Source: an optimization exercise on an open RTL-to-GDS flow (aim: small area). Production flows keep margins and buffers that such runs may drop.
The RTL was checked by simulation tests, not by an equivalence proof against the original design.

==> flow/design.v, too long to show whole: its modules and the start of the top module <==
// module da_sel_n: 11 lines
// module pair_add: 15 lines
// module fa_cell: 10 lines
// module ha_cell: 9 lines
// module rx_beamformer: 2753 lines
module rx_beamformer (
    input         clk,
    input         rst,
    input         adc_valid,
    input  [11:0] adc_ch1,
    input  [11:0] adc_ch2,
    input  [11:0] adc_ch3,
    input  [11:0] adc_ch4,
    input  [11:0] adc_ch5,
    input  [11:0] adc_ch6,
    input  [11:0] adc_ch7,
    input  [11:0] adc_ch8,
    input  [7:0]  beam_no,
    input  [1:0]  decim_factor,
    input  [7:0]  focal_point,
    output [15:0] bf_data,
    output        bf_valid
);
  // ...
==> flow/run.sh <==
#!/bin/bash
# synth_recipe.tcl (not shown) runs the flow's synth.tcl, then flattens the netlist and writes it again
# the make line also repeats each setting of config.mk as NAME=value (left out here)
make -C /OpenROAD-flow-scripts/flow DESIGN_CONFIG=/design/flow/config.mk WORK_HOME=/design/flow/orfs CLKGATE_MAP_FILE= SYNTH_SCRIPT=/design/flow/synth_recipe.tcl finish
==> flow/config.mk <==
export PLATFORM = sky130hd
export DESIGN_NAME = rx_beamformer
export DESIGN_NICKNAME = rx_beamformer
export VERILOG_FILES = /design/flow/design.v
export SDC_FILE = /design/flow/constraint.sdc
export NUM_CORES = 4
export LEC_CHECK = 0
export CAP_MARGIN = 20
export CORE_MARGIN = 2
export CORE_UTILIZATION = 40
export PLACE_DENSITY = 0.6
export SLEW_MARGIN = 20
export SYNTH_HIERARCHICAL = 1
export SYNTH_MINIMUM_KEEP_SIZE = 0
==> flow/constraint.sdc <==
create_clock -name core_clock -period 10.0 [get_ports {clk}]
set_input_delay 2.0000 -clock core_clock [delete_from_list [all_inputs] [get_ports {clk}]]
set_output_delay 2.0000 -clock core_clock [all_outputs]
set_load 0.01 [all_outputs]
==> metrics.md, run 1 <==
| Metric | Value |
|---|---|
| Status | complete, no violations |
| Design Area, Final | 45,600 um2 |
| Sequential cell count | 534 |
| DR top layer | met5 |
| CP startpoint kind | input pin |
| CTS tree | done |
| PortBufs | 129 |
| Core area | 96,900 um2 |
| Final WL | ~160,000 um |
| Multi-input gate count | 2,186 |
| Worst Hold Path EP | deci_pr[37] |
| Clock Root Buffer | clkbuf_16 |
| HP Class | reg2reg |
| Critical-path top delay cell | or4_4 |
| Req. time, crit path | 10.52 ns |
| Count of final setup violators | 0 |
| Wl on met1 | 56,400 um |
| Top-count cell post-synth | fa_1 |
| Seq/total area | 28.1% |
| Cells after Synth | 2,824 |
| Place WS | 0.187 ns |
| RSZ-0062 raised after global routing | no |
| Die ar. | between 100,000 and 150,000 um2 |
| # Taps | roughly 1,300 |
| Layout Cells excl Fill | 4,548 |
| H-tree lvl count | 2 |
| Worst-skew pair later-pin latency | 0.65 ns |
| CLK BUF | 75 |
| Crit-path max cell delay | 0.63 ns |
| Vias per cell | 6.92 |
| Post-synth top area share | 32.8% |
| Worst path bufs/invs | 1 |
| Post-synth ARST share | 12.7% |
| WL met2 | around 66,000 um |
| Maxcap violations | 0 |
| Post-synth EDFFs | roughly 180 |
| Worst hold path depth | 0 |
| Max reg flops | 96 |
==> run 2: changes to the inputs <==
--- a/flow/design.v
+++ b/flow/design.v
@@ -9,6 +9,22 @@
 );
     assign o = ~((a & x) | (b & y) | (c & z));
 endmodule
+module mux2i_cell #(
+    parameter W = 1
+) (
+    input          s,
+    input  [W-1:0] a,
+    input  [W-1:0] b,
+    output [W-1:0] y
+);
+    assign y = ~(s ? b : a);
+endmodule
+module inv_cell (
+    input  a,
+    output y
+);
+    assign y = ~a;
+endmodule
 module pair_add (
     input  [11:0] a,
     input  [11:0] b,
@@ -94,8 +110,19 @@
             rot_hit = 1'b1; rot = 3'd7;
         end
     end
-    wire [95:0] rt1 = rot[0] ? {in_reg[83:0], in_reg[95:84]} : in_reg;
-    wire [95:0] rt2 = rot[1] ? {rt1[71:0], rt1[95:72]} : rt1;
+    wire [95:0] rt1, rt2;
+    wire [95:0] in_r1 = {in_reg[83:0], in_reg[95:84]};
+    wire [95:0] rt1_r2 = {rt1[71:0], rt1[95:72]};
+    genvar gc;
+    generate
+        for (gc = 0; gc < 8; gc = gc + 1) begin : rsel
+            wire s0n, s1n;
+            inv_cell i0 (.a(rot[0]), .y(s0n));
+            inv_cell i1 (.a(rot[1]), .y(s1n));
+            mux2i_cell #(.W(12)) m1 (.s(s0n), .a(in_r1[gc*12 +: 12]), .b(in_reg[gc*12 +: 12]), .y(rt1[gc*12 +: 12]));
+            mux2i_cell #(.W(12)) m2 (.s(s1n), .a(rt1_r2[gc*12 +: 12]), .b(rt1[gc*12 +: 12]), .y(rt2[gc*12 +: 12]));
+        end
+    endgenerate
     wire [12:0] q0;
     pair_add pa0 (.a(rt2[0*12 +: 12]), .b(rt2[7*12 +: 12]), .s(q0));
     wire [12:0] q1;
@@ -261,10 +288,8 @@
     da_sel_n tn2_0_12_i (.a(ka2_0), .b(kb2_0), .c(kc2_0), .x(c2[12]), .y(s2[12]), .z(cs2[12]), .o(tn2_0_12));
     wire tn2_0_13;
     da_sel_n tn2_0_13_i (.a(ka2_0), .b(kb2_0), .c(kc2_0), .x(c2[13]), .y(s2[13]), .z(cs2[13]), .o(tn2_0_13));
-    wire tn2_0_14;
-    da_sel_n tn2_0_14_i (.a(ka2_0), .b(kb2_0), .c(kc2_0), .x(c2[14]), .y(s2[14]), .z(cs2[14]), .o(tn2_0_14));
-    wire tn2_0_15;
-    da_sel_n tn2_0_15_i (.a(ka2_0), .b(kb2_0), .c(kc2_0), .x(c2[15]), .y(s2[15]), .z(cs2[15]), .o(tn2_0_15));
+    wire tn2_0_14 = ~((ka2_0 & c2[14]));
+    wire tn2_0_15 = ~((kc2_0 & cs2[15]));
     wire ka2_1 = u2[1] & ~w2[1], kb2_1 = ~u2[1] & w2[1], kc2_1 = u2[1] & w2[1];
     wire tn2_1_0;
     da_sel_n tn2_1_0_i (.a(ka2_1), .b(kb2_1), .c(kc2_1), .x(c2[0]), .y(s2[0]), .z(cs2[0]), .o(tn2_1_0));
@@ -294,10 +319,8 @@
     da_sel_n tn2_1_12_i (.a(ka2_1), .b(kb2_1), .c(kc2_1), .x(c2[12]), .y(s2[12]), .z(cs2[12]), .o(tn2_1_12));
     wire tn2_1_13;
     da_sel_n tn2_1_13_i (.a(ka2_1), .b(kb2_1), .c(kc2_1), .x(c2[13]), .y(s2[13]), .z(cs2[13]), .o(tn2_1_13));
-    wire tn2_1_14;
-    da_sel_n tn2_1_14_i (.a(ka2_1), .b(kb2_1), .c(kc2_1), .x(c2[14]), .y(s2[14]), .z(cs2[14]), .o(tn2_1_14));
-    wire tn2_1_15;
-    da_sel_n tn2_1_15_i (.a(ka2_1), .b(kb2_1), .c(kc2_1), .x(c2[15]), .y(s2[15]), .z(cs2[15]), .o(tn2_1_15));
+    wire tn2_1_14 = ~((ka2_1 & c2[14]));
+    wire tn2_1_15 = ~((kc2_1 & cs2[15]));
     wire ka2_2 = u2[2] & ~w2[2], kb2_2 = ~u2[2] & w2[2], kc2_2 = u2[2] & w2[2];
     wire tn2_2_0;
     da_sel_n tn2_2_0_i (.a(ka2_2), .b(kb2_2), .c(kc2_2), .x(c2[0]), .y(s2[0]), .z(cs2[0]), .o(tn2_2_0));
@@ -327,10 +350,8 @@
     da_sel_n tn2_2_12_i (.a(ka2_2), .b(kb2_2), .c(kc2_2), .x(c2[12]), .y(s2[12]), .z(cs2[12]), .o(tn2_2_12));
     wire tn2_2_13;
     da_sel_n tn2_2_13_i (.a(ka2_2), .b(kb2_2), .c(kc2_2), .x(c2[13]), .y(s2[13]), .z(cs2[13]), .o(tn2_2_13));
-    wire tn2_2_14;
-    da_sel_n tn2_2_14_i (.a(ka2_2), .b(kb2_2), .c(kc2_2), .x(c2[14]), .y(s2[14]), .z(cs2[14]), .o(tn2_2_14));
-    wire tn2_2_15;
-    da_sel_n tn2_2_15_i (.a(ka2_2), .b(kb2_2), .c(kc2_2), .x(c2[15]), .y(s2[15]), .z(cs2[15]), .o(tn2_2_15));
+    wire tn2_2_14 = ~((ka2_2 & c2[14]));
+    wire tn2_2_15 = ~((kc2_2 & cs2[15]));
     wire ka2_3 = u2[3] & ~w2[3], kb2_3 = ~u2[3] & w2[3], kc2_3 = u2[3] & w2[3];
     wire tn2_3_0;
     da_sel_n tn2_3_0_i (.a(ka2_3), .b(kb2_3), .c(kc2_3), .x(c2[0]), .y(s2[0]), .z(cs2[0]), .o(tn2_3_0));
@@ -360,10 +381,8 @@
     da_sel_n tn2_3_12_i (.a(ka2_3), .b(kb2_3), .c(kc2_3), .x(c2[12]), .y(s2[12]), .z(cs2[12]), .o(tn2_3_12));
     wire tn2_3_13;
     da_sel_n tn2_3_13_i (.a(ka2_3), .b(kb2_3), .c(kc2_3), .x(c2[13]), .y(s2[13]), .z(cs2[13]), .o(tn2_3_13));
-    wire tn2_3_14;
-    da_sel_n tn2_3_14_i (.a(ka2_3), .b(kb2_3), .c(kc2_3), .x(c2[14]), .y(s2[14]), .z(cs2[14]), .o(tn2_3_14));
-    wire tn2_3_15;
-    da_sel_n tn2_3_15_i (.a(ka2_3), .b(kb2_3), .c(kc2_3), .x(c2[15]), .y(s2[15]), .z(cs2[15]), .o(tn2_3_15));
+    wire tn2_3_14 = ~((ka2_3 & c2[14]));
+    wire tn2_3_15 = ~((kc2_3 & cs2[15]));
     wire ka2_4 = u2[4] & ~w2[4], kb2_4 = ~u2[4] & w2[4], kc2_4 = u2[4] & w2[4];
     wire tn2_4_0;
     da_sel_n tn2_4_0_i (.a(ka2_4), .b(kb2_4), .c(kc2_4), .x(c2[0]), .y(s2[0]), .z(cs2[0]), .o(tn2_4_0));
@@ -393,10 +412,8 @@
     da_sel_n tn2_4_12_i (.a(ka2_4), .b(kb2_4), .c(kc2_4), .x(c2[12]), .y(s2[12]), .z(cs2[12]), .o(tn2_4_12));
     wire tn2_4_13;
     da_sel_n tn2_4_13_i (.a(ka2_4), .b(kb2_4), .c(kc2_4), .x(c2[13]), .y(s2[13]), .z(cs2[13]), .o(tn2_4_13));
-    wire tn2_4_14;
-    da_sel_n tn2_4_14_i (.a(ka2_4), .b(kb2_4), .c(kc2_4), .x(c2[14]), .y(s2[14]), .z(cs2[14]), .o(tn2_4_14));
-    wire tn2_4_15;
-    da_sel_n tn2_4_15_i (.a(ka2_4), .b(kb2_4), .c(kc2_4), .x(c2[15]), .y(s2[15]), .z(cs2[15]), .o(tn2_4_15));
+    wire tn2_4_14 = ~((ka2_4 & c2[14]));
+    wire tn2_4_15 = ~((kc2_4 & cs2[15]));
     wire ka2_5 = u2[5] & ~w2[5], kb2_5 = ~u2[5] & w2[5], kc2_5 = u2[5] & w2[5];
     wire tn2_5_0;
     da_sel_n tn2_5_0_i (.a(ka2_5), .b(kb2_5), .c(kc2_5), .x(c2[0]), .y(s2[0]), .z(cs2[0]), .o(tn2_5_0));
@@ -426,10 +443,8 @@
     da_sel_n tn2_5_12_i (.a(ka2_5), .b(kb2_5), .c(kc2_5), .x(c2[12]), .y(s2[12]), .z(cs2[12]), .o(tn2_5_12));
     wire tn2_5_13;
     da_sel_n tn2_5_13_i (.a(ka2_5), .b(kb2_5), .c(kc2_5), .x(c2[13]), .y(s2[13]), .z(cs2[13]), .o(tn2_5_13));
-    wire tn2_5_14;
-    da_sel_n tn2_5_14_i (.a(ka2_5), .b(kb2_5), .c(kc2_5), .x(c2[14]), .y(s2[14]), .z(cs2[14]), .o(tn2_5_14));
-    wire tn2_5_15;
-    da_sel_n tn2_5_15_i (.a(ka2_5), .b(kb2_5), .c(kc2_5), .x(c2[15]), .y(s2[15]), .z(cs2[15]), .o(tn2_5_15));
+    wire tn2_5_14 = ~((ka2_5 & c2[14]));
+    wire tn2_5_15 = ~((kc2_5 & cs2[15]));
     wire ka2_6 = u2[6] & ~w2[6], kb2_6 = ~u2[6] & w2[6], kc2_6 = u2[6] & w2[6];
     wire tn2_6_0;
     da_sel_n tn2_6_0_i (.a(ka2_6), .b(kb2_6), .c(kc2_6), .x(c2[0]), .y(s2[0]), .z(cs2[0]), .o(tn2_6_0));
@@ -459,10 +474,8 @@
     da_sel_n tn2_6_12_i (.a(ka2_6), .b(kb2_6), .c(kc2_6), .x(c2[12]), .y(s2[12]), .z(cs2[12]), .o(tn2_6_12));
     wire tn2_6_13;
     da_sel_n tn2_6_13_i (.a(ka2_6), .b(kb2_6), .c(kc2_6), .x(c2[13]), .y(s2[13]), .z(cs2[13]), .o(tn2_6_13));
-    wire tn2_6_14;
-    da_sel_n tn2_6_14_i (.a(ka2_6), .b(kb2_6), .c(kc2_6), .x(c2[14]), .y(s2[14]), .z(cs2[14]), .o(tn2_6_14));
-    wire tn2_6_15;
-    da_sel_n tn2_6_15_i (.a(ka2_6), .b(kb2_6), .c(kc2_6), .x(c2[15]), .y(s2[15]), .z(cs2[15]), .o(tn2_6_15));
+    wire tn2_6_14 = ~((ka2_6 & c2[14]));
+    wire tn2_6_15 = ~((kc2_6 & cs2[15]));
     wire ka2_7 = u2[7] & ~w2[7], kb2_7 = ~u2[7] & w2[7], kc2_7 = u2[7] & w2[7];
     wire tn2_7_0;
     da_sel_n tn2_7_0_i (.a(ka2_7), .b(kb2_7), .c(kc2_7), .x(c2[0]), .y(s2[0]), .z(cs2[0]), .o(tn2_7_0));
@@ -492,10 +505,8 @@
     da_sel_n tn2_7_12_i (.a(ka2_7), .b(kb2_7), .c(kc2_7), .x(c2[12]), .y(s2[12]), .z(cs2[12]), .o(tn2_7_12));
     wire tn2_7_13;
     da_sel_n tn2_7_13_i (.a(ka2_7), .b(kb2_7), .c(kc2_7), .x(c2[13]), .y(s2[13]), .z(cs2[13]), .o(tn2_7_13));
-    wire tn2_7_14;
-    da_sel_n tn2_7_14_i (.a(ka2_7), .b(kb2_7), .c(kc2_7), .x(c2[14]), .y(s2[14]), .z(cs2[14]), .o(tn2_7_14));
-    wire tn2_7_15;
-    da_sel_n tn2_7_15_i (.a(ka2_7), .b(kb2_7), .c(kc2_7), .x(c2[15]), .y(s2[15]), .z(cs2[15]), .o(tn2_7_15));
+    wire tn2_7_14 = ~((ka2_7 & c2[14]));
+    wire tn2_7_15 = ~((kc2_7 & cs2[15]));
     wire ka2_8 = u2[8] & ~w2[8], kb2_8 = ~u2[8] & w2[8], kc2_8 = u2[8] & w2[8];
     wire tn2_8_0;
     da_sel_n tn2_8_0_i (.a(ka2_8), .b(kb2_8), .c(kc2_8), .x(c2[0]), .y(s2[0]), .z(cs2[0]), .o(tn2_8_0));
@@ -525,10 +536,8 @@
     da_sel_n tn2_8_12_i (.a(ka2_8), .b(kb2_8), .c(kc2_8), .x(c2[12]), .y(s2[12]), .z(cs2[12]), .o(tn2_8_12));
     wire tn2_8_13;
     da_sel_n tn2_8_13_i (.a(ka2_8), .b(kb2_8), .c(kc2_8), .x(c2[13]), .y(s2[13]), .z(cs2[13]), .o(tn2_8_13));
-    wire tn2_8_14;
-    da_sel_n tn2_8_14_i (.a(ka2_8), .b(kb2_8), .c(kc2_8), .x(c2[14]), .y(s2[14]), .z(cs2[14]), .o(tn2_8_14));
-    wire tn2_8_15;
-    da_sel_n tn2_8_15_i (.a(ka2_8), .b(kb2_8), .c(kc2_8), .x(c2[15]), .y(s2[15]), .z(cs2[15]), .o(tn2_8_15));
+    wire tn2_8_14 = ~((ka2_8 & c2[14]));
+    wire tn2_8_15 = ~((kc2_8 & cs2[15]));
     wire ka2_9 = u2[9] & ~w2[9], kb2_9 = ~u2[9] & w2[9], kc2_9 = u2[9] & w2[9];
     wire tn2_9_0;
     da_sel_n tn2_9_0_i (.a(ka2_9), .b(kb2_9), .c(kc2_9), .x(c2[0]), .y(s2[0]), .z(cs2[0]), .o(tn2_9_0));
@@ -558,10 +567,8 @@
     da_sel_n tn2_9_12_i (.a(ka2_9), .b(kb2_9), .c(kc2_9), .x(c2[12]), .y(s2[12]), .z(cs2[12]), .o(tn2_9_12));
     wire tn2_9_13;
     da_sel_n tn2_9_13_i (.a(ka2_9), .b(kb2_9), .c(kc2_9), .x(c2[13]), .y(s2[13]), .z(cs2[13]), .o(tn2_9_13));
-    wire tn2_9_14;
-    da_sel_n tn2_9_14_i (.a(ka2_9), .b(kb2_9), .c(kc2_9), .x(c2[14]), .y(s2[14]), .z(cs2[14]), .o(tn2_9_14));
-    wire tn2_9_15;
-    da_sel_n tn2_9_15_i (.a(ka2_9), .b(kb2_9), .c(kc2_9), .x(c2[15]), .y(s2[15]), .z(cs2[15]), .o(tn2_9_15));
+    wire tn2_9_14 = ~((ka2_9 & c2[14]));
+    wire tn2_9_15 = ~((kc2_9 & cs2[15]));
     wire ka2_10 = u2[10] & ~w2[10], kb2_10 = ~u2[10] & w2[10], kc2_10 = u2[10] & w2[10];
     wire tn2_10_0;
     da_sel_n tn2_10_0_i (.a(ka2_10), .b(kb2_10), .c(kc2_10), .x(c2[0]), .y(s2[0]), .z(cs2[0]), .o(tn2_10_0));
@@ -591,10 +598,8 @@
     da_sel_n tn2_10_12_i (.a(ka2_10), .b(kb2_10), .c(kc2_10), .x(c2[12]), .y(s2[12]), .z(cs2[12]), .o(tn2_10_12));
     wire tn2_10_13;
     da_sel_n tn2_10_13_i (.a(ka2_10), .b(kb2_10), .c(kc2_10), .x(c2[13]), .y(s2[13]), .z(cs2[13]), .o(tn2_10_13));
-    wire tn2_10_14;
-    da_sel_n tn2_10_14_i (.a(ka2_10), .b(kb2_10), .c(kc2_10), .x(c2[14]), .y(s2[14]), .z(cs2[14]), .o(tn2_10_14));
-    wire tn2_10_15;
-    da_sel_n tn2_10_15_i (.a(ka2_10), .b(kb2_10), .c(kc2_10), .x(c2[15]), .y(s2[15]), .z(cs2[15]), .o(tn2_10_15));
+    wire tn2_10_14 = ~((ka2_10 & c2[14]));
+    wire tn2_10_15 = ~((kc2_10 & cs2[15]));
     wire ka2_11 = u2[11] & ~w2[11], kb2_11 = ~u2[11] & w2[11], kc2_11 = u2[11] & w2[11];
     wire tn2_11_0;
     da_sel_n tn2_11_0_i (.a(ka2_11), .b(kb2_11), .c(kc2_11), .x(c2[0]), .y(s2[0]), .z(cs2[0]), .o(tn2_11_0));
@@ -624,10 +629,8 @@
     da_sel_n tn2_11_12_i (.a(ka2_11), .b(kb2_11), .c(kc2_11), .x(c2[12]), .y(s2[12]), .z(cs2[12]), .o(tn2_11_12));
     wire tn2_11_13;
     da_sel_n tn2_11_13_i (.a(ka2_11), .b(kb2_11), .c(kc2_11), .x(c2[13]), .y(s2[13]), .z(cs2[13]), .o(tn2_11_13));
-    wire tn2_11_14;
-    da_sel_n tn2_11_14_i (.a(ka2_11), .b(kb2_11), .c(kc2_11), .x(c2[14]), .y(s2[14]), .z(cs2[14]), .o(tn2_11_14));
-    wire tn2_11_15;
-    da_sel_n tn2_11_15_i (.a(ka2_11), .b(kb2_11), .c(kc2_11), .x(c2[15]), .y(s2[15]), .z(cs2[15]), .o(tn2_11_15));
+    wire tn2_11_14 = ~((ka2_11 & c2[14]));
+    wire tn2_11_15 = ~((kc2_11 & cs2[15]));
     wire ka2_12 = u2[12] & ~w2[12], kb2_12 = ~u2[12] & w2[12], kc2_12 = u2[12] & w2[12];
     wire tp2_12_0 = (ka2_12 & c2[0]) | (kb2_12 & s2[0]) | (kc2_12 & cs2[0]);
     wire tp2_12_1 = (ka2_12 & c2[1]) | (kb2_12 & s2[1]) | (kc2_12 & cs2[1]);
@@ -722,8 +725,7 @@
     da_sel_n tn3_0_12_i (.a(ka3_0), .b(kb3_0), .c(kc3_0), .x(c3[12]), .y(s3[12]), .z(cs3[12]), .o(tn3_0_12));
     wire tn3_0_13;
     da_sel_n tn3_0_13_i (.a(ka3_0), .b(kb3_0), .c(kc3_0), .x(c3[13]), .y(s3[13]), .z(cs3[13]), .o(tn3_0_13));
-    wire tn3_0_14;
-    da_sel_n tn3_0_14_i (.a(ka3_0), .b(kb3_0), .c(kc3_0), .x(c3[14]), .y(s3[14]), .z(cs3[14]), .o(tn3_0_14));
+    wire tn3_0_14 = ~((kb3_0 & s3[14]) | (kc3_0 & cs3[14]));
     wire tp3_0_15 = (ka3_0 & c3[15]) | (kb3_0 & s3[15]) | (kc3_0 & cs3[15]);
     wire ka3_1 = u3[1] & ~w3[1], kb3_1 = ~u3[1] & w3[1], kc3_1 = u3[1] & w3[1];
     wire tn3_1_0;
@@ -754,8 +756,7 @@
     da_sel_n tn3_1_12_i (.a(ka3_1), .b(kb3_1), .c(kc3_1), .x(c3[12]), .y(s3[12]), .z(cs3[12]), .o(tn3_1_12));
     wire tn3_1_13;
     da_sel_n tn3_1_13_i (.a(ka3_1), .b(kb3_1), .c(kc3_1), .x(c3[13]), .y(s3[13]), .z(cs3[13]), .o(tn3_1_13));
-    wire tn3_1_14;
-    da_sel_n tn3_1_14_i (.a(ka3_1), .b(kb3_1), .c(kc3_1), .x(c3[14]), .y(s3[14]), .z(cs3[14]), .o(tn3_1_14));
+    wire tn3_1_14 = ~((kb3_1 & s3[14]) | (kc3_1 & cs3[14]));
     wire tp3_1_15 = (ka3_1 & c3[15]) | (kb3_1 & s3[15]) | (kc3_1 & cs3[15]);
     wire ka3_2 = u3[2] & ~w3[2], kb3_2 = ~u3[2] & w3[2], kc3_2 = u3[2] & w3[2];
     wire tn3_2_0;
@@ -786,8 +787,7 @@
     da_sel_n tn3_2_12_i (.a(ka3_2), .b(kb3_2), .c(kc3_2), .x(c3[12]), .y(s3[12]), .z(cs3[12]), .o(tn3_2_12));
     wire tn3_2_13;
     da_sel_n tn3_2_13_i (.a(ka3_2), .b(kb3_2), .c(kc3_2), .x(c3[13]), .y(s3[13]), .z(cs3[13]), .o(tn3_2_13));
-    wire tn3_2_14;
-    da_sel_n tn3_2_14_i (.a(ka3_2), .b(kb3_2), .c(kc3_2), .x(c3[14]), .y(s3[14]), .z(cs3[14]), .o(tn3_2_14));
+    wire tn3_2_14 = ~((kb3_2 & s3[14]) | (kc3_2 & cs3[14]));
     wire tp3_2_15 = (ka3_2 & c3[15]) | (kb3_2 & s3[15]) | (kc3_2 & cs3[15]);
     wire ka3_3 = u3[3] & ~w3[3], kb3_3 = ~u3[3] & w3[3], kc3_3 = u3[3] & w3[3];
     wire tn3_3_0;
@@ -818,8 +818,7 @@
     da_sel_n tn3_3_12_i (.a(ka3_3), .b(kb3_3), .c(kc3_3), .x(c3[12]), .y(s3[12]), .z(cs3[12]), .o(tn3_3_12));
     wire tn3_3_13;
     da_sel_n tn3_3_13_i (.a(ka3_3), .b(kb3_3), .c(kc3_3), .x(c3[13]), .y(s3[13]), .z(cs3[13]), .o(tn3_3_13));
-    wire tn3_3_14;
-    da_sel_n tn3_3_14_i (.a(ka3_3), .b(kb3_3), .c(kc3_3), .x(c3[14]), .y(s3[14]), .z(cs3[14]), .o(tn3_3_14));
+    wire tn3_3_14 = ~((kb3_3 & s3[14]) | (kc3_3 & cs3[14]));
     wire tp3_3_15 = (ka3_3 & c3[15]) | (kb3_3 & s3[15]) | (kc3_3 & cs3[15]);
     wire ka3_4 = u3[4] & ~w3[4], kb3_4 = ~u3[4] & w3[4], kc3_4 = u3[4] & w3[4];
     wire tn3_4_0;
@@ -850,8 +849,7 @@
     da_sel_n tn3_4_12_i (.a(ka3_4), .b(kb3_4), .c(kc3_4), .x(c3[12]), .y(s3[12]), .z(cs3[12]), .o(tn3_4_12));
     wire tn3_4_13;
     da_sel_n tn3_4_13_i (.a(ka3_4), .b(kb3_4), .c(kc3_4), .x(c3[13]), .y(s3[13]), .z(cs3[13]), .o(tn3_4_13));
-    wire tn3_4_14;
-    da_sel_n tn3_4_14_i (.a(ka3_4), .b(kb3_4), .c(kc3_4), .x(c3[14]), .y(s3[14]), .z(cs3[14]), .o(tn3_4_14));
+    wire tn3_4_14 = ~((kb3_4 & s3[14]) | (kc3_4 & cs3[14]));
     wire tp3_4_15 = (ka3_4 & c3[15]) | (kb3_4 & s3[15]) | (kc3_4 & cs3[15]);
     wire ka3_5 = u3[5] & ~w3[5], kb3_5 = ~u3[5] & w3[5], kc3_5 = u3[5] & w3[5];
     wire tn3_5_0;
@@ -882,8 +880,7 @@
     da_sel_n tn3_5_12_i (.a(ka3_5), .b(kb3_5), .c(kc3_5), .x(c3[12]), .y(s3[12]), .z(cs3[12]), .o(tn3_5_12));
     wire tn3_5_13;
     da_sel_n tn3_5_13_i (.a(ka3_5), .b(kb3_5), .c(kc3_5), .x(c3[13]), .y(s3[13]), .z(cs3[13]), .o(tn3_5_13));
-    wire tn3_5_14;
-    da_sel_n tn3_5_14_i (.a(ka3_5), .b(kb3_5), .c(kc3_5), .x(c3[14]), .y(s3[14]), .z(cs3[14]), .o(tn3_5_14));
+    wire tn3_5_14 = ~((kb3_5 & s3[14]) | (kc3_5 & cs3[14]));
     wire tp3_5_15 = (ka3_5 & c3[15]) | (kb3_5 & s3[15]) | (kc3_5 & cs3[15]);
     wire ka3_6 = u3[6] & ~w3[6], kb3_6 = ~u3[6] & w3[6], kc3_6 = u3[6] & w3[6];
     wire tn3_6_0;
@@ -914,8 +911,7 @@
     da_sel_n tn3_6_12_i (.a(ka3_6), .b(kb3_6), .c(kc3_6), .x(c3[12]), .y(s3[12]), .z(cs3[12]), .o(tn3_6_12));
     wire tn3_6_13;
     da_sel_n tn3_6_13_i (.a(ka3_6), .b(kb3_6), .c(kc3_6), .x(c3[13]), .y(s3[13]), .z(cs3[13]), .o(tn3_6_13));
-    wire tn3_6_14;
-    da_sel_n tn3_6_14_i (.a(ka3_6), .b(kb3_6), .c(kc3_6), .x(c3[14]), .y(s3[14]), .z(cs3[14]), .o(tn3_6_14));
+    wire tn3_6_14 = ~((kb3_6 & s3[14]) | (kc3_6 & cs3[14]));
     wire tp3_6_15 = (ka3_6 & c3[15]) | (kb3_6 & s3[15]) | (kc3_6 & cs3[15]);
     wire ka3_7 = u3[7] & ~w3[7], kb3_7 = ~u3[7] & w3[7], kc3_7 = u3[7] & w3[7];
     wire tn3_7_0;
@@ -946,8 +942,7 @@
     da_sel_n tn3_7_12_i (.a(ka3_7), .b(kb3_7), .c(kc3_7), .x(c3[12]), .y(s3[12]), .z(cs3[12]), .o(tn3_7_12));
     wire tn3_7_13;
     da_sel_n tn3_7_13_i (.a(ka3_7), .b(kb3_7), .c(kc3_7), .x(c3[13]), .y(s3[13]), .z(cs3[13]), .o(tn3_7_13));
-    wire tn3_7_14;
-    da_sel_n tn3_7_14_i (.a(ka3_7), .b(kb3_7), .c(kc3_7), .x(c3[14]), .y(s3[14]), .z(cs3[14]), .o(tn3_7_14));
+    wire tn3_7_14 = ~((kb3_7 & s3[14]) | (kc3_7 & cs3[14]));
     wire tp3_7_15 = (ka3_7 & c3[15]) | (kb3_7 & s3[15]) | (kc3_7 & cs3[15]);
     wire ka3_8 = u3[8] & ~w3[8], kb3_8 = ~u3[8] & w3[8], kc3_8 = u3[8] & w3[8];
     wire tn3_8_0;
@@ -978,8 +973,7 @@
     da_sel_n tn3_8_12_i (.a(ka3_8), .b(kb3_8), .c(kc3_8), .x(c3[12]), .y(s3[12]), .z(cs3[12]), .o(tn3_8_12));
     wire tn3_8_13;
     da_sel_n tn3_8_13_i (.a(ka3_8), .b(kb3_8), .c(kc3_8), .x(c3[13]), .y(s3[13]), .z(cs3[13]), .o(tn3_8_13));
-    wire tn3_8_14;
-    da_sel_n tn3_8_14_i (.a(ka3_8), .b(kb3_8), .c(kc3_8), .x(c3[14]), .y(s3[14]), .z(cs3[14]), .o(tn3_8_14));
+    wire tn3_8_14 = ~((kb3_8 & s3[14]) | (kc3_8 & cs3[14]));
     wire tp3_8_15 = (ka3_8 & c3[15]) | (kb3_8 & s3[15]) | (kc3_8 & cs3[15]);
     wire ka3_9 = u3[9] & ~w3[9], kb3_9 = ~u3[9] & w3[9], kc3_9 = u3[9] & w3[9];
     wire tn3_9_0;
@@ -1010,8 +1004,7 @@
     da_sel_n tn3_9_12_i (.a(ka3_9), .b(kb3_9), .c(kc3_9), .x(c3[12]), .y(s3[12]), .z(cs3[12]), .o(tn3_9_12));
     wire tn3_9_13;
     da_sel_n tn3_9_13_i (.a(ka3_9), .b(kb3_9), .c(kc3_9), .x(c3[13]), .y(s3[13]), .z(cs3[13]), .o(tn3_9_13));
-    wire tn3_9_14;
-    da_sel_n tn3_9_14_i (.a(ka3_9), .b(kb3_9), .c(kc3_9), .x(c3[14]), .y(s3[14]), .z(cs3[14]), .o(tn3_9_14));
+    wire tn3_9_14 = ~((kb3_9 & s3[14]) | (kc3_9 & cs3[14]));
     wire tp3_9_15 = (ka3_9 & c3[15]) | (kb3_9 & s3[15]) | (kc3_9 & cs3[15]);
     wire ka3_10 = u3[10] & ~w3[10], kb3_10 = ~u3[10] & w3[10], kc3_10 = u3[10] & w3[10];
     wire tn3_10_0;
@@ -1042,8 +1035,7 @@
     da_sel_n tn3_10_12_i (.a(ka3_10), .b(kb3_10), .c(kc3_10), .x(c3[12]), .y(s3[12]), .z(cs3[12]), .o(tn3_10_12));
     wire tn3_10_13;
     da_sel_n tn3_10_13_i (.a(ka3_10), .b(kb3_10), .c(kc3_10), .x(c3[13]), .y(s3[13]), .z(cs3[13]), .o(tn3_10_13));
-    wire tn3_10_14;
-    da_sel_n tn3_10_14_i (.a(ka3_10), .b(kb3_10), .c(kc3_10), .x(c3[14]), .y(s3[14]), .z(cs3[14]), .o(tn3_10_14));
+    wire tn3_10_14 = ~((kb3_10 & s3[14]) | (kc3_10 & cs3[14]));
     wire tp3_10_15 = (ka3_10 & c3[15]) | (kb3_10 & s3[15]) | (kc3_10 & cs3[15]);
     wire ka3_11 = u3[11] & ~w3[11], kb3_11 = ~u3[11] & w3[11], kc3_11 = u3[11] & w3[11];
     wire tn3_11_0;
@@ -1074,8 +1066,7 @@
     da_sel_n tn3_11_12_i (.a(ka3_11), .b(kb3_11), .c(kc3_11), .x(c3[12]), .y(s3[12]), .z(cs3[12]), .o(tn3_11_12));
     wire tn3_11_13;
     da_sel_n tn3_11_13_i (.a(ka3_11), .b(kb3_11), .c(kc3_11), .x(c3[13]), .y(s3[13]), .z(cs3[13]), .o(tn3_11_13));
-    wire tn3_11_14;
-    da_sel_n tn3_11_14_i (.a(ka3_11), .b(kb3_11), .c(kc3_11), .x(c3[14]), .y(s3[14]), .z(cs3[14]), .o(tn3_11_14));
+    wire tn3_11_14 = ~((kb3_11 & s3[14]) | (kc3_11 & cs3[14]));
     wire tp3_11_15 = (ka3_11 & c3[15]) | (kb3_11 & s3[15]) | (kc3_11 & cs3[15]);
     wire ka3_12 = u3[12] & ~w3[12], kb3_12 = ~u3[12] & w3[12], kc3_12 = u3[12] & w3[12];
     wire tp3_12_0 = (ka3_12 & c3[0]) | (kb3_12 & s3[0]) | (kc3_12 & cs3[0]);
@@ -1093,8 +1084,7 @@
     wire tp3_12_12 = (ka3_12 & c3[12]) | (kb3_12 & s3[12]) | (kc3_12 & cs3[12]);
     wire tp3_12_13 = (ka3_12 & c3[13]) | (kb3_12 & s3[13]) | (kc3_12 & cs3[13]);
     wire tp3_12_14 = (ka3_12 & c3[14]) | (kb3_12 & s3[14]) | (kc3_12 & cs3[14]);
-    wire tn3_12_15;
-    da_sel_n tn3_12_15_i (.a(ka3_12), .b(kb3_12), .c(kc3_12), .x(c3[15]), .y(s3[15]), .z(cs3[15]), .o(tn3_12_15));
+    wire tn3_12_15 = ~((kb3_12 & s3[15]) | (kc3_12 & cs3[15]));
     reg [14:0] c4;
     always @(*) begin
         case (cix)
@@ -1170,10 +1160,8 @@
     da_sel_n tn4_0_11_i (.a(ka4_0), .b(kb4_0), .c(kc4_0), .x(c4[11]), .y(s4[11]), .z(cs4[11]), .o(tn4_0_11));
     wire tn4_0_12;
     da_sel_n tn4_0_12_i (.a(ka4_0), .b(kb4_0), .c(kc4_0), .x(c4[12]), .y(s4[12]), .z(cs4[12]), .o(tn4_0_12));
-    wire tn4_0_13;
-    da_sel_n tn4_0_13_i (.a(ka4_0), .b(kb4_0), .c(kc4_0), .x(c4[13]), .y(s4[13]), .z(cs4[13]), .o(tn4_0_13));
-    wire tn4_0_14;
-    da_sel_n tn4_0_14_i (.a(ka4_0), .b(kb4_0), .c(kc4_0), .x(c4[14]), .y(s4[14]), .z(cs4[14]), .o(tn4_0_14));
+    wire tn4_0_13 = ~((kb4_0 & s4[13]) | (kc4_0 & cs4[13]));
+    wire tn4_0_14 = ~((kb4_0 & s4[14]) | (kc4_0 & cs4[14]));
     wire ka4_1 = u4[1] & ~w4[1], kb4_1 = ~u4[1] & w4[1], kc4_1 = u4[1] & w4[1];
     wire tn4_1_0;
     da_sel_n tn4_1_0_i (.a(ka4_1), .b(kb4_1), .c(kc4_1), .x(c4[0]), .y(s4[0]), .z(cs4[0]), .o(tn4_1_0));
@@ -1201,10 +1189,8 @@
     da_sel_n tn4_1_11_i (.a(ka4_1), .b(kb4_1), .c(kc4_1), .x(c4[11]), .y(s4[11]), .z(cs4[11]), .o(tn4_1_11));
     wire tn4_1_12;
     da_sel_n tn4_1_12_i (.a(ka4_1), .b(kb4_1), .c(kc4_1), .x(c4[12]), .y(s4[12]), .z(cs4[12]), .o(tn4_1_12));
-    wire tn4_1_13;
-    da_sel_n tn4_1_13_i (.a(ka4_1), .b(kb4_1), .c(kc4_1), .x(c4[13]), .y(s4[13]), .z(cs4[13]), .o(tn4_1_13));
-    wire tn4_1_14;
-    da_sel_n tn4_1_14_i (.a(ka4_1), .b(kb4_1), .c(kc4_1), .x(c4[14]), .y(s4[14]), .z(cs4[14]), .o(tn4_1_14));
+    wire tn4_1_13 = ~((kb4_1 & s4[13]) | (kc4_1 & cs4[13]));
+    wire tn4_1_14 = ~((kb4_1 & s4[14]) | (kc4_1 & cs4[14]));
     wire ka4_2 = u4[2] & ~w4[2], kb4_2 = ~u4[2] & w4[2], kc4_2 = u4[2] & w4[2];
     wire tn4_2_0;
     da_sel_n tn4_2_0_i (.a(ka4_2), .b(kb4_2), .c(kc4_2), .x(c4[0]), .y(s4[0]), .z(cs4[0]), .o(tn4_2_0));
@@ -1232,10 +1218,8 @@
     da_sel_n tn4_2_11_i (.a(ka4_2), .b(kb4_2), .c(kc4_2), .x(c4[11]), .y(s4[11]), .z(cs4[11]), .o(tn4_2_11));
     wire tn4_2_12;
     da_sel_n tn4_2_12_i (.a(ka4_2), .b(kb4_2), .c(kc4_2), .x(c4[12]), .y(s4[12]), .z(cs4[12]), .o(tn4_2_12));
-    wire tn4_2_13;
-    da_sel_n tn4_2_13_i (.a(ka4_2), .b(kb4_2), .c(kc4_2), .x(c4[13]), .y(s4[13]), .z(cs4[13]), .o(tn4_2_13));
-    wire tn4_2_14;
-    da_sel_n tn4_2_14_i (.a(ka4_2), .b(kb4_2), .c(kc4_2), .x(c4[14]), .y(s4[14]), .z(cs4[14]), .o(tn4_2_14));
+    wire tn4_2_13 = ~((kb4_2 & s4[13]) | (kc4_2 & cs4[13]));
+    wire tn4_2_14 = ~((kb4_2 & s4[14]) | (kc4_2 & cs4[14]));
     wire ka4_3 = u4[3] & ~w4[3], kb4_3 = ~u4[3] & w4[3], kc4_3 = u4[3] & w4[3];
     wire tn4_3_0;
     da_sel_n tn4_3_0_i (.a(ka4_3), .b(kb4_3), .c(kc4_3), .x(c4[0]), .y(s4[0]), .z(cs4[0]), .o(tn4_3_0));
@@ -1263,10 +1247,8 @@
     da_sel_n tn4_3_11_i (.a(ka4_3), .b(kb4_3), .c(kc4_3), .x(c4[11]), .y(s4[11]), .z(cs4[11]), .o(tn4_3_11));
     wire tn4_3_12;
     da_sel_n tn4_3_12_i (.a(ka4_3), .b(kb4_3), .c(kc4_3), .x(c4[12]), .y(s4[12]), .z(cs4[12]), .o(tn4_3_12));
-    wire tn4_3_13;
-    da_sel_n tn4_3_13_i (.a(ka4_3), .b(kb4_3), .c(kc4_3), .x(c4[13]), .y(s4[13]), .z(cs4[13]), .o(tn4_3_13));
-    wire tn4_3_14;
-    da_sel_n tn4_3_14_i (.a(ka4_3), .b(kb4_3), .c(kc4_3), .x(c4[14]), .y(s4[14]), .z(cs4[14]), .o(tn4_3_14));
+    wire tn4_3_13 = ~((kb4_3 & s4[13]) | (kc4_3 & cs4[13]));
+    wire tn4_3_14 = ~((kb4_3 & s4[14]) | (kc4_3 & cs4[14]));
     wire ka4_4 = u4[4] & ~w4[4], kb4_4 = ~u4[4] & w4[4], kc4_4 = u4[4] & w4[4];
     wire tn4_4_0;
     da_sel_n tn4_4_0_i (.a(ka4_4), .b(kb4_4), .c(kc4_4), .x(c4[0]), .y(s4[0]), .z(cs4[0]), .o(tn4_4_0));
@@ -1294,10 +1276,8 @@
     da_sel_n tn4_4_11_i (.a(ka4_4), .b(kb4_4), .c(kc4_4), .x(c4[11]), .y(s4[11]), .z(cs4[11]), .o(tn4_4_11));
     wire tn4_4_12;
     da_sel_n tn4_4_12_i (.a(ka4_4), .b(kb4_4), .c(kc4_4), .x(c4[12]), .y(s4[12]), .z(cs4[12]), .o(tn4_4_12));
-    wire tn4_4_13;
-    da_sel_n tn4_4_13_i (.a(ka4_4), .b(kb4_4), .c(kc4_4), .x(c4[13]), .y(s4[13]), .z(cs4[13]), .o(tn4_4_13));
-    wire tn4_4_14;
-    da_sel_n tn4_4_14_i (.a(ka4_4), .b(kb4_4), .c(kc4_4), .x(c4[14]), .y(s4[14]), .z(cs4[14]), .o(tn4_4_14));
+    wire tn4_4_13 = ~((kb4_4 & s4[13]) | (kc4_4 & cs4[13]));
+    wire tn4_4_14 = ~((kb4_4 & s4[14]) | (kc4_4 & cs4[14]));
     wire ka4_5 = u4[5] & ~w4[5], kb4_5 = ~u4[5] & w4[5], kc4_5 = u4[5] & w4[5];
     wire tn4_5_0;
     da_sel_n tn4_5_0_i (.a(ka4_5), .b(kb4_5), .c(kc4_5), .x(c4[0]), .y(s4[0]), .z(cs4[0]), .o(tn4_5_0));
@@ -1325,10 +1305,8 @@
     da_sel_n tn4_5_11_i (.a(ka4_5), .b(kb4_5), .c(kc4_5), .x(c4[11]), .y(s4[11]), .z(cs4[11]), .o(tn4_5_11));
     wire tn4_5_12;
     da_sel_n tn4_5_12_i (.a(ka4_5), .b(kb4_5), .c(kc4_5), .x(c4[12]), .y(s4[12]), .z(cs4[12]), .o(tn4_5_12));
-    wire tn4_5_13;
-    da_sel_n tn4_5_13_i (.a(ka4_5), .b(kb4_5), .c(kc4_5), .x(c4[13]), .y(s4[13]), .z(cs4[13]), .o(tn4_5_13));
-    wire tn4_5_14;
-    da_sel_n tn4_5_14_i (.a(ka4_5), .b(kb4_5), .c(kc4_5), .x(c4[14]), .y(s4[14]), .z(cs4[14]), .o(tn4_5_14));
+    wire tn4_5_13 = ~((kb4_5 & s4[13]) | (kc4_5 & cs4[13]));
+    wire tn4_5_14 = ~((kb4_5 & s4[14]) | (kc4_5 & cs4[14]));
     wire ka4_6 = u4[6] & ~w4[6], kb4_6 = ~u4[6] & w4[6], kc4_6 = u4[6] & w4[6];
     wire tn4_6_0;
     da_sel_n tn4_6_0_i (.a(ka4_6), .b(kb4_6), .c(kc4_6), .x(c4[0]), .y(s4[0]), .z(cs4[0]), .o(tn4_6_0));
@@ -1356,10 +1334,8 @@
     da_sel_n tn4_6_11_i (.a(ka4_6), .b(kb4_6), .c(kc4_6), .x(c4[11]), .y(s4[11]), .z(cs4[11]), .o(tn4_6_11));
     wire tn4_6_12;
     da_sel_n tn4_6_12_i (.a(ka4_6), .b(kb4_6), .c(kc4_6), .x(c4[12]), .y(s4[12]), .z(cs4[12]), .o(tn4_6_12));
-    wire tn4_6_13;
-    da_sel_n tn4_6_13_i (.a(ka4_6), .b(kb4_6), .c(kc4_6), .x(c4[13]), .y(s4[13]), .z(cs4[13]), .o(tn4_6_13));
-    wire tn4_6_14;
-    da_sel_n tn4_6_14_i (.a(ka4_6), .b(kb4_6), .c(kc4_6), .x(c4[14]), .y(s4[14]), .z(cs4[14]), .o(tn4_6_14));
+    wire tn4_6_13 = ~((kb4_6 & s4[13]) | (kc4_6 & cs4[13]));
+    wire tn4_6_14 = ~((kb4_6 & s4[14]) | (kc4_6 & cs4[14]));
     wire ka4_7 = u4[7] & ~w4[7], kb4_7 = ~u4[7] & w4[7], kc4_7 = u4[7] & w4[7];
     wire tn4_7_0;
     da_sel_n tn4_7_0_i (.a(ka4_7), .b(kb4_7), .c(kc4_7), .x(c4[0]), .y(s4[0]), .z(cs4[0]), .o(tn4_7_0));
@@ -1387,10 +1363,8 @@
     da_sel_n tn4_7_11_i (.a(ka4_7), .b(kb4_7), .c(kc4_7), .x(c4[11]), .y(s4[11]), .z(cs4[11]), .o(tn4_7_11));
     wire tn4_7_12;
     da_sel_n tn4_7_12_i (.a(ka4_7), .b(kb4_7), .c(kc4_7), .x(c4[12]), .y(s4[12]), .z(cs4[12]), .o(tn4_7_12));
-    wire tn4_7_13;
-    da_sel_n tn4_7_13_i (.a(ka4_7), .b(kb4_7), .c(kc4_7), .x(c4[13]), .y(s4[13]), .z(cs4[13]), .o(tn4_7_13));
-    wire tn4_7_14;
-    da_sel_n tn4_7_14_i (.a(ka4_7), .b(kb4_7), .c(kc4_7), .x(c4[14]), .y(s4[14]), .z(cs4[14]), .o(tn4_7_14));
+    wire tn4_7_13 = ~((kb4_7 & s4[13]) | (kc4_7 & cs4[13]));
+    wire tn4_7_14 = ~((kb4_7 & s4[14]) | (kc4_7 & cs4[14]));
     wire ka4_8 = u4[8] & ~w4[8], kb4_8 = ~u4[8] & w4[8], kc4_8 = u4[8] & w4[8];
     wire tn4_8_0;
     da_sel_n tn4_8_0_i (.a(ka4_8), .b(kb4_8), .c(kc4_8), .x(c4[0]), .y(s4[0]), .z(cs4[0]), .o(tn4_8_0));
@@ -1418,10 +1392,8 @@
     da_sel_n tn4_8_11_i (.a(ka4_8), .b(kb4_8), .c(kc4_8), .x(c4[11]), .y(s4[11]), .z(cs4[11]), .o(tn4_8_11));
     wire tn4_8_12;
     da_sel_n tn4_8_12_i (.a(ka4_8), .b(kb4_8), .c(kc4_8), .x(c4[12]), .y(s4[12]), .z(cs4[12]), .o(tn4_8_12));
-    wire tn4_8_13;
-    da_sel_n tn4_8_13_i (.a(ka4_8), .b(kb4_8), .c(kc4_8), .x(c4[13]), .y(s4[13]), .z(cs4[13]), .o(tn4_8_13));
-    wire tn4_8_14;
-    da_sel_n tn4_8_14_i (.a(ka4_8), .b(kb4_8), .c(kc4_8), .x(c4[14]), .y(s4[14]), .z(cs4[14]), .o(tn4_8_14));
+    wire tn4_8_13 = ~((kb4_8 & s4[13]) | (kc4_8 & cs4[13]));
+    wire tn4_8_14 = ~((kb4_8 & s4[14]) | (kc4_8 & cs4[14]));
     wire ka4_9 = u4[9] & ~w4[9], kb4_9 = ~u4[9] & w4[9], kc4_9 = u4[9] & w4[9];
     wire tn4_9_0;
     da_sel_n tn4_9_0_i (.a(ka4_9), .b(kb4_9), .c(kc4_9), .x(c4[0]), .y(s4[0]), .z(cs4[0]), .o(tn4_9_0));
@@ -1449,10 +1421,8 @@
     da_sel_n tn4_9_11_i (.a(ka4_9), .b(kb4_9), .c(kc4_9), .x(c4[11]), .y(s4[11]), .z(cs4[11]), .o(tn4_9_11));
     wire tn4_9_12;
     da_sel_n tn4_9_12_i (.a(ka4_9), .b(kb4_9), .c(kc4_9), .x(c4[12]), .y(s4[12]), .z(cs4[12]), .o(tn4_9_12));
-    wire tn4_9_13;
-    da_sel_n tn4_9_13_i (.a(ka4_9), .b(kb4_9), .c(kc4_9), .x(c4[13]), .y(s4[13]), .z(cs4[13]), .o(tn4_9_13));
-    wire tn4_9_14;
-    da_sel_n tn4_9_14_i (.a(ka4_9), .b(kb4_9), .c(kc4_9), .x(c4[14]), .y(s4[14]), .z(cs4[14]), .o(tn4_9_14));
+    wire tn4_9_13 = ~((kb4_9 & s4[13]) | (kc4_9 & cs4[13]));
+    wire tn4_9_14 = ~((kb4_9 & s4[14]) | (kc4_9 & cs4[14]));
     wire ka4_10 = u4[10] & ~w4[10], kb4_10 = ~u4[10] & w4[10], kc4_10 = u4[10] & w4[10];
     wire tn4_10_0;
     da_sel_n tn4_10_0_i (.a(ka4_10), .b(kb4_10), .c(kc4_10), .x(c4[0]), .y(s4[0]), .z(cs4[0]), .o(tn4_10_0));
@@ -1480,10 +1450,8 @@
     da_sel_n tn4_10_11_i (.a(ka4_10), .b(kb4_10), .c(kc4_10), .x(c4[11]), .y(s4[11]), .z(cs4[11]), .o(tn4_10_11));
     wire tn4_10_12;
     da_sel_n tn4_10_12_i (.a(ka4_10), .b(kb4_10), .c(kc4_10), .x(c4[12]), .y(s4[12]), .z(cs4[12]), .o(tn4_10_12));
-    wire tn4_10_13;
-    da_sel_n tn4_10_13_i (.a(ka4_10), .b(kb4_10), .c(kc4_10), .x(c4[13]), .y(s4[13]), .z(cs4[13]), .o(tn4_10_13));
-    wire tn4_10_14;
-    da_sel_n tn4_10_14_i (.a(ka4_10), .b(kb4_10), .c(kc4_10), .x(c4[14]), .y(s4[14]), .z(cs4[14]), .o(tn4_10_14));
+    wire tn4_10_13 = ~((kb4_10 & s4[13]) | (kc4_10 & cs4[13]));
+    wire tn4_10_14 = ~((kb4_10 & s4[14]) | (kc4_10 & cs4[14]));
     wire ka4_11 = u4[11] & ~w4[11], kb4_11 = ~u4[11] & w4[11], kc4_11 = u4[11] & w4[11];
     wire tn4_11_0;
     da_sel_n tn4_11_0_i (.a(ka4_11), .b(kb4_11), .c(kc4_11), .x(c4[0]), .y(s4[0]), .z(cs4[0]), .o(tn4_11_0));
@@ -1511,10 +1479,8 @@
     da_sel_n tn4_11_11_i (.a(ka4_11), .b(kb4_11), .c(kc4_11), .x(c4[11]), .y(s4[11]), .z(cs4[11]), .o(tn4_11_11));
     wire tn4_11_12;
     da_sel_n tn4_11_12_i (.a(ka4_11), .b(kb4_11), .c(kc4_11), .x(c4[12]), .y(s4[12]), .z(cs4[12]), .o(tn4_11_12));
-    wire tn4_11_13;
-    da_sel_n tn4_11_13_i (.a(ka4_11), .b(kb4_11), .c(kc4_11), .x(c4[13]), .y(s4[13]), .z(cs4[13]), .o(tn4_11_13));
-    wire tn4_11_14;
-    da_sel_n tn4_11_14_i (.a(ka4_11), .b(kb4_11), .c(kc4_11), .x(c4[14]), .y(s4[14]), .z(cs4[14]), .o(tn4_11_14));
+    wire tn4_11_13 = ~((kb4_11 & s4[13]) | (kc4_11 & cs4[13]));
+    wire tn4_11_14 = ~((kb4_11 & s4[14]) | (kc4_11 & cs4[14]));
     wire ka4_12 = u4[12] & ~w4[12], kb4_12 = ~u4[12] & w4[12], kc4_12 = u4[12] & w4[12];
     wire tp4_12_0 = (ka4_12 & c4[0]) | (kb4_12 & s4[0]) | (kc4_12 & cs4[0]);
     wire tp4_12_1 = (ka4_12 & c4[1]) | (kb4_12 & s4[1]) | (kc4_12 & cs4[1]);
==> flow/flow/run.sh (new file) <==
#!/bin/bash
# The standard layout (standard.sh, ORFS from synthesis to the final layout),
# with these changes in how it is made:
#  - the port buffers are the smallest buffer, buf_1;
#  - clock tree synthesis inserts no dummy loads and clusters up to 20
#    flip-flops per leaf buffer;
#  - timing-driven global placement does not keep the buffers of its
#    trial repairs (the later repair steps still fix every violation);
#  - after global routing, gates off the critical paths are downsized
#    (ORFS's RECOVER_POWER step).
# make's full output goes to flow_make.log; ORFS keeps each tool's log under
# orfs/logs/.
set -euo pipefail
bash standard.sh \
  "BUFFER_PORTS_ARGS=-buffer_cell sky130_fd_sc_hd__buf_1" \
  "CTS_ARGS=-sink_clustering_enable -repair_clock_nets -dont_use_dummy_load -sink_clustering_size 20 -sink_clustering_max_diameter 80" \
  "RECOVER_POWER=100" \
  "GPL_KEEP_OVERFLOW=0" \
  finish > flow_make.log 2>&1
==> flow/standard.sh (new file) <==
#!/bin/bash
# synth_recipe.tcl (not shown) runs the flow's synth.tcl, then flattens the netlist and writes it again
# the make line also repeats each setting of config.mk as NAME=value (left out here)
make -C /OpenROAD-flow-scripts/flow DESIGN_CONFIG=/design/flow/config.mk WORK_HOME=/design/flow/orfs CLKGATE_MAP_FILE= SYNTH_SCRIPT=/design/flow/synth_recipe.tcl "${@:-finish}"
--- a/flow/config.mk
+++ b/flow/config.mk
@@ -5,10 +5,11 @@
 export SDC_FILE = /design/flow/constraint.sdc
 export NUM_CORES = 4
 export LEC_CHECK = 0
-export CAP_MARGIN = 20
+export CAP_MARGIN = 0
 export CORE_MARGIN = 2
 export CORE_UTILIZATION = 40
 export PLACE_DENSITY = 0.6
-export SLEW_MARGIN = 20
+export SETUP_SLACK_MARGIN = 0.15
+export SLEW_MARGIN = 0
 export SYNTH_HIERARCHICAL = 1
 export SYNTH_MINIMUM_KEEP_SIZE = 0
removed: flow/run.sh
==> run 2 against run 1 <==
Effect of this change: fmax fell by 6.5%; synthesized cell count grew 5.8%; the layout now fails its checks (capacitance limit, slew limit).
==> metrics.md, run 2 <==
| Metric | Value |
|---|---|
| CP endpoint kind | flop (unchanged) |
| Ys Warns | 7 (unchanged) |
| Reg-to-Reg Start | ci[2] (was ci[1]) |
| Setup crit end | yc (was out_pr[12]) |
| Post-synth EDFFs | 178 (unchanged) |
| Initial core utilization | 40.2% (was 40.4%) |
| Die height | 318 um (was 317 um) |
| RSZ-0062 raised after global routing | yes (was no) |
| Relative slew slack | -161% (was 15.1%) |
| Layout Cells excl Fill | 4,400 (was 4,548) |
| Synth Area in XOR/XNOR | 0.375% (was 0.422%) |
| Crit Path Class | reg2reg (was in2reg) |
| Post-Syn Area | 39,400 um2 (was 39,100 um2) |
| Cells after Synth | 2,988 (was 2,824) |
| H-tree lvl count | 2 (unchanged) |
| Post-Synth Adder-Cell Area | 34.8% (was 35.1%) |
| First-pass GRT wire length | 237,000 um (was 227,000 um) |
| Status | finished with violations (was complete, no violations) |
| Worst setup startpoint | ci[2] (was beam_no[2]) |
| Initial antenna violation count | 0 (was 7) |
| Post-synthesis area per instance | 13.2 um2 (was 13.8 um2) |
| Placed insts | 4,347 (was 4,442) |
| Die ar. | 101,000 um2 (was 100,000 um2) |
| Worst slew pin tran | 3.91 ns (was 1.27 ns) |
| Fmax | 0.102 GHz (was 0.110 GHz) |
| Seq cells post-synth | 534 (unchanged) |
| Netlist cell types | 65 (was 60) |
| Synth Area in Compound Gates | 18.4% (was 17.3%) |
| Layout Skew | 0.111 ns (was 0.0602 ns) |
| Share of layout cells above drive strength 1 | 7.07% (was 14.1%) |
| CTS max path bufs | 3 (unchanged) |
| Largest cells by area after synthesis | fa_1 33%, dfxtp_1 15%, edfxtp_1 14% (was fa_1 33%, dfxtp_1 15%, a222oi_1 14%) |
| Setup TNS | 0 ns (unchanged) |
| Final slew viol count | 255 (was 0) |
| PortBufs | 129 (unchanged) |
| Dpl hpwl | 120,000 um (was 121,000 um) |
| Clock Sinks | 534 (unchanged) |
| Reg-to-Reg End | yc (unchanged) |
| Most frequent cells in the layout | 640 x fa_1, 492 x a222oi_1, 288 x dfxtp_1, 206 x mux2i_1, 178 x edfxtp_1 (was 640 x fa_1, 555 x a222oi_1, 288 x dfxtp_1, 206 x buf_4, 195 x mux2i_1) |
| Area grow syn2layout | 9.77% (was 16.5%) |
| Min Hold Slack | 0.305 ns (was 0.319 ns) |
| Drt drc | 0 (unchanged) |
| Antenna cell count | 0 (was 3) |
| Largest net degree at the start of global routing | 74 (was 78) |
| Detail Route Antenna Nets | 0 (unchanged) |
| Most common library cells after synthesis | 640 x fa_1, 492 x a222oi_1, 288 x dfxtp_1 (was 640 x fa_1, 555 x a222oi_1, 288 x dfxtp_1) |
| Worst-path clk slew | 0.08 ns (was 0.07 ns) |
| Most common cell after layout, fill and taps aside | fa_1 (unchanged) |
| Part of the cycle the worst path needs | 97.6% (was 91.2%) |
| First-iteration detailed-routing DRC count | 8,161 (was 8,238) |
| Global Route Usage Sum | 32.3% (was 31.7%) |
| Reg2reg setup slack | 0.24 ns (was 1.47 ns) |
| Pre-Repair DR Iteration Count | 21 (was 22) |
| DIE WIDTH | 318 um (was 317 um) |
| Total number of vias | 32,200 (was 31,500) |
| Clock Root Buffer | clkbuf_16 (unchanged) |
| Placer Congestion | 1.10 (was 1.12) |
| Vias in the first global route | 32,600 (was 31,700) |
| R2R cell count | 17 (was 18) |
| FILL cells | 8,982 (was 8,775) |
| Arr. time, crit path | 10.28 ns (was 9.65 ns) |
| Post-synthesis sequential area ratio | 32.6% (was 32.8%) |
| CP max FO | 55 (was 11) |
| Mux cell area share after synthesis | 5.38% (was 8.23%) |
| HP Class | reg2reg (unchanged) |
| Max reg flops | 96 (unchanged) |
| Core area | 98,000 um2 (was 96,900 um2) |
| Ports | 134 (unchanged) |
| Num CTS Buffers | 38 (was 54) |
| Vias per cell | 7.32 (was 6.92) |
| Top_reg_cell synth | dfxtp_1 (unchanged) |
| Worst-skew pair later-pin latency | 0.64 ns (was 0.65 ns) |
| Post-synth top area share | 32.5% (was 32.8%) |
| Count of final setup violators | 0 (unchanged) |
| Tmin final | 9.76 ns (was 9.12 ns) |
| CTS tree | done (unchanged) |
| CP startpoint kind | flop (was input pin) |
| GRT overflow | 0 (unchanged) |
| Area of the multi-input gates | 25,900 um2 (about the same) |
| NumNets Final | 3,944 (was 4,052) |
| Largest family of logic cells by synthesized area | adder cells (unchanged) |
| Top-count cell post-synth | fa_1 (unchanged) |
| Drt wl/cell | 37.5 um (was 35.3 um) |
| Row count | 115 (was 114) |
| Final WL | 165,000 um (was 160,000 um) |
| Post-synth ARST share | 12.7% (unchanged) |
| Synthesized-area fraction occupied by and/or/nand/nor cells | 5.83% (was 3.95%) |
| Req. time, crit path | 10.52 ns (about the same) |
| Failing Checks | capacitance limit, slew limit |
| Fin. Hold Viols | 0 (unchanged) |
| Maxcap violations | 8 (was 0) |
| Post-synth top area cell | fa_1 (unchanged) |
| FF/Latch Area | 12,800 um2 (about the same) |
| Worst hold path depth | 0 (unchanged) |
## run 2: cells by family (layout without fill, tap and decap cells)
logic type | Yosys count | in the layout
xor+xnor | 10 | 10
mux | 211 | 211
flops | 534 | 534
fa+ha+maj | 712 | 712
buf+inv | 241 | 366
simple gates | 455 | 455
other cells | 1 | 1
compound gates | 824 | 824
## run 2: Yosys stat by module (local to each module, per instance), excerpt
module | times used | flops+latches | cell area (um2) | cells inside
rx_beamformer | 1 | 534 | 19100 | 1608
inv_cell | 16 | 0 | 3.75 | 1
fa_cell | 640 | 0 | 20.0 | 1
pair_add | 4 | 0 | 23.8 | 1
da_sel_n | 492 | 0 | 10.0 | 1
ha_cell | 20 | 0 | 12.5 | 1
## run 2: repair_timing
action	in CTS	in global routing
gates resized for setup	3	5
setup endpoints to repair	12	4
hold buffers	0	0
gates cloned	1	2
setup buffers	0	9
## run 2: per-layer routing
metal  up-vias  GRT usage [%]  share of wire, %
met4         0           22.3               9.5
met3       811           13.0                14
met1     16100           40.1                35
li1      12200              -                 -
met2      3068           45.9                41
met5         -          0.331                 0
## run 2: layout make-up
class                      instances  area share (%)
sequential                       534            29.7
clock buffer                      38            2.20
tap                             1287            3.72
timing repair buffer             203            3.35
timing repair inverter             3          0.0347
multi-input combinational       2213            59.9
inverter                         122            1.10
## run 2: metrics by stage
step           util [%]  worst slack (ns)  area [um2]
2_1_floorplan         -             0.950       39400
3_3_place_gp       41.7             -1.47       40900
3_5_place_dp       43.0            -0.590       42100
4_1_cts            44.0             0.323       43100
5_1_grt            44.1             0.127       43200
6_report           44.1             0.242       43200
## run 2: worst min-delay path by stage
stage,from,endpoint,slack (ns)
floorplan,adc_pr[0],deci_pr[0],0.31
global placement,y2[7],y3[7],0.31
detailed placement,adc_pr[28],deci_pr[28],0.31
CTS,adc_pr[1],deci_pr[1],0.31
global route,y1[2],y2[2],0.32
finish,adc_pr[1],deci_pr[1],0.31
## run 2: worst max-delay path, cell delays in order (launching register included)
cell and delay (ns):
dfstp_4 0.98, inv_1 0.49, ha_1 0.39, nand2_1 0.73, nand3_1 1.11, a222oi_1 0.74
fa_1 0.54, fa_1 0.65, fa_1 0.47, fa_1 0.52, fa_1 0.52, fa_1 0.54
fa_1 0.57, fa_1 0.52, ha_1 0.31, nand4_1 0.17, a211o_1 0.27, o211ai_1 0.08
==> run 3: changes to the inputs <==
==> flow/run.sh (new file) <==
#!/bin/bash
# synth_recipe.tcl (not shown) runs the flow's synth.tcl, then flattens the netlist and writes it again
# the make line also repeats each setting of config.mk as NAME=value (left out here)
make -C /OpenROAD-flow-scripts/flow DESIGN_CONFIG=/design/flow/config.mk WORK_HOME=/design/flow/orfs CLKGATE_MAP_FILE= SYNTH_SCRIPT=/design/flow/synth_recipe.tcl finish
==> flow/config.mk (replaced) <==
export PLATFORM = sky130hd
export DESIGN_NAME = rx_beamformer
export DESIGN_NICKNAME = rx_beamformer
export VERILOG_FILES = /design/flow/design.v
export SDC_FILE = /design/flow/constraint.sdc
export NUM_CORES = 4
export LEC_CHECK = 0
export CAP_MARGIN = 20
export CORE_MARGIN = 2
export CORE_UTILIZATION = 40
export CTS_CLUSTER_DIAMETER = 80
export CTS_CLUSTER_SIZE = 20
export PLACE_DENSITY = 0.6
export SLEW_MARGIN = 20
export SYNTH_HIERARCHICAL = 1
export SYNTH_MINIMUM_KEEP_SIZE = 0
removed: flow/flow/run.sh
removed: flow/standard.sh
==> run 3 against run 2 <==
Effect of this change: the run now finishes clean; non-clock buffer count is 166 higher; cell area grew 4.0%; via count grew 1.8%; first-iteration DRC count down 1.5%; core utilization is 1.8 points higher; synthesized cell count did not move; worst hold slack improved by 0.014 ns; critical path depth increased by 7; largest cell class unchanged; die area unchanged; critical endpoint is now out_pr[51].
==> metrics.md, run 3 <==
| Metric | Value |
|---|---|
| Initial antenna violation count | 7 (was 0) |
| Top_reg_cell synth | dfxtp_1 (unchanged) |
| Die ar. | 101,000 um2 (unchanged) |
| Global Route Usage Sum | 33.9% (was 32.3%) |
| Reg-to-Reg End | yc (unchanged) |
| Worst-path clk slew | 0.08 ns (about the same) |
| Clock Root Buffer | clkbuf_16 (unchanged) |
| Total number of vias | 32,800 (was 32,200) |
| Layout Cells excl Fill | 4,600 (was 4,400) |
| PostCTS Resize Cnt | 0 (was 3) |
| Crit-path cells | clkdlybuf4s50_1 -> nor2_1 -> nor2_1 -> a2111oi_2 -> buf_4 -> inv_1 -> mux2i_1 -> mux2i_1 -> ha_1 -> fa_1 -> fa_1 -> fa_1 -> fa_1 -> fa_1 -> fa_1 -> fa_1 -> fa_1 -> fa_1 -> fa_1 -> fa_1 -> xor3_1 -> nand2_1 -> a2bb2oi_1 -> o211ai_1 (was inv_1 -> ha_1 -> nand2_1 -> nand3_1 -> a222oi_1 -> fa_1 -> fa_1 -> fa_1 -> fa_1 -> fa_1 -> fa_1 -> fa_1 -> fa_1 -> ha_1 -> nand4_1 -> a211o_1 -> o211ai_1) |
| Final WS setup | 0.905 ns (was 0.242 ns) |
| Row count | 115 (unchanged) |
| Vias in the first global route | 33,700 (was 32,600) |
| Largest net degree at the start of global routing | 99 (was 74) |
| PortBufs | 129 (unchanged) |
| Clock Sinks | 534 (unchanged) |
| Largest cells by area after synthesis | fa_1 33%, dfxtp_1 15%, edfxtp_1 14% (unchanged) |
| RSZ-0062 raised after global routing | no (was yes) |
| Max reg flops | 96 (unchanged) |
| Worst slew pin tran | 1.37 ns (was 3.91 ns) |
| NumNets Final | 4,107 (was 3,944) |
| Crit-path max cell delay | 0.51 ns (was 1.11 ns) |
| CTS max path bufs | 3 (unchanged) |
| Drt drc | 0 (unchanged) |
| CTS tree | done (unchanged) |
| GR Layer Usage met1 | 40.4% (was 40.1%) |
| GRT overflow | 0 (unchanged) |
| DIE WIDTH | 318 um (unchanged) |
| Req. time, crit path | 10.47 ns (was 10.52 ns) |
| Status | complete, no violations (was finished with violations) |
| Reg-to-Reg Start | ci[0] (was ci[2]) |
| Dpl hpwl | 131,000 um (was 120,000 um) |
| Post-synth EDFFs | 178 (unchanged) |
-- run 3: cell counts after synthesis --
No cell type changed its count.
-- run 3: cells by family (layout without fill, tap and decap cells) --
group,count (synthesis),count (layout)
other cells,1,6
xor+xnor,10,10
simple gates,455,455
mux,211,211
compound gates,824,824
flops,534,534
buf+inv,241,561
fa+ha+maj,712,712
-- run 3: routing by layer --
metal  vias up  wire length (um)
met2      2917             73500
met5         -               131
met3       729             23700
met1     16500             61000
met4        10             15700
li1      12600                 -
-- run 3: how the worst max path moves through the flow --
stage | cells past startpoint | slack [ns] | to | startpoint
after floorplan | 23 | 0.95 | out_pr[12] | beam_no[1]
after global placement | 24 | 0.22 | out_pr[38] | beam_no[2]
after detailed placement | 24 | 0.21 | out_pr[12] | beam_no[2]
after CTS | 24 | 0.84 | out_pr[12] | beam_no[2]
after global routing | 24 | 0.61 | out_pr[12] | beam_no[2]
final | 24 | 0.90 | out_pr[51] | beam_no[2]
-- run 3: worst register-to-register path, cell delays in order, from the launching register on --
cell and delay, ns:
dfstp_2 0.79, inv_1 0.28, ha_1 0.44, and3b_1 0.41
nor2_1 0.34, inv_1 0.24, a222oi_1 1.10, fa_1 0.72
fa_1 0.57, fa_1 0.61, fa_1 0.48, fa_1 0.53
fa_1 0.54, fa_1 0.54, fa_1 0.55, ha_1 0.33
nand4_1 0.14, a211o_1 0.26, o211ai_1 0.09
-- run 3: metrics by stage --
| stage | util [%] |
|---|---|
| final | 45.9 |
| after global routing | 45.9 |
| after CTS | 45.8 |
| after detailed placement | 44.6 |
| after global placement | 44.6 |
| after floorplan | - |
-- run 3: area by class of cell --
| cell class | count | area (um2) |
|---|---|---|
| Clock inverter | 17 | 200 |
| Multi-Input combinational cell | 2213 | 25700 |
| Antenna cell | 5 | 12.5 |
| Timing Repair Buffer | 369 | 3120 |
| Inverter | 122 | 459 |
| Fill cell | 9000 | 53000 |
| Clock buffer | 53 | 1010 |
| Tap cell | 1287 | 1610 |
| Sequential cell | 534 | 12800 |
-- run 3: Yosys stat by module (local to each module, per instance), a selection --
module | flops+latches | area, um2
da_sel_n | 0 | 10.0
fa_cell | 0 | 20.0
ha_cell | 0 | 12.5
inv_cell | 0 | 3.75
pair_add | 0 | 23.8
rx_beamformer | 534 | 19100

==> separate check: timing with driven ports <==
Ports are ideal in the flow. The routed layouts listed here were re-timed in OpenROAD.
Step 1 (the two cells are an assumption about what drives the block):
set clk [get_ports {clk}]
set_driving_cell -lib_cell sky130_fd_sc_hd__clkbuf_16 $clk
set_driving_cell -lib_cell sky130_fd_sc_hd__buf_2 [delete_from_list [all_inputs] $clk]
Step 2, shift: input delay + t, output delay - t, t = (earliest + latest rising clock arrival at the registers) / 2. This alone moves slack from input paths to output paths.
Slacks: ideal ports / drivers / drivers and shift; pairs: ideal ports / drivers.
| run | t, ns | slack for setup (ns) | worst hold slack (ns) | cell pins on the clock port's net |
|---|---|---|---|---|
| run 1 | 0.686 | 0.876 / 0.924 / 0.237 | 0.319 / 0.319 / 0.319 | 1 |
| run 2 | 0.659 | 0.242 / 0.242 / -0.001 | 0.305 / 0.305 / 0.305 | 1 |
| run 3 | 0.695 | 0.905 / 0.942 / 0.266 | 0.319 / 0.319 / 0.319 | 1 |
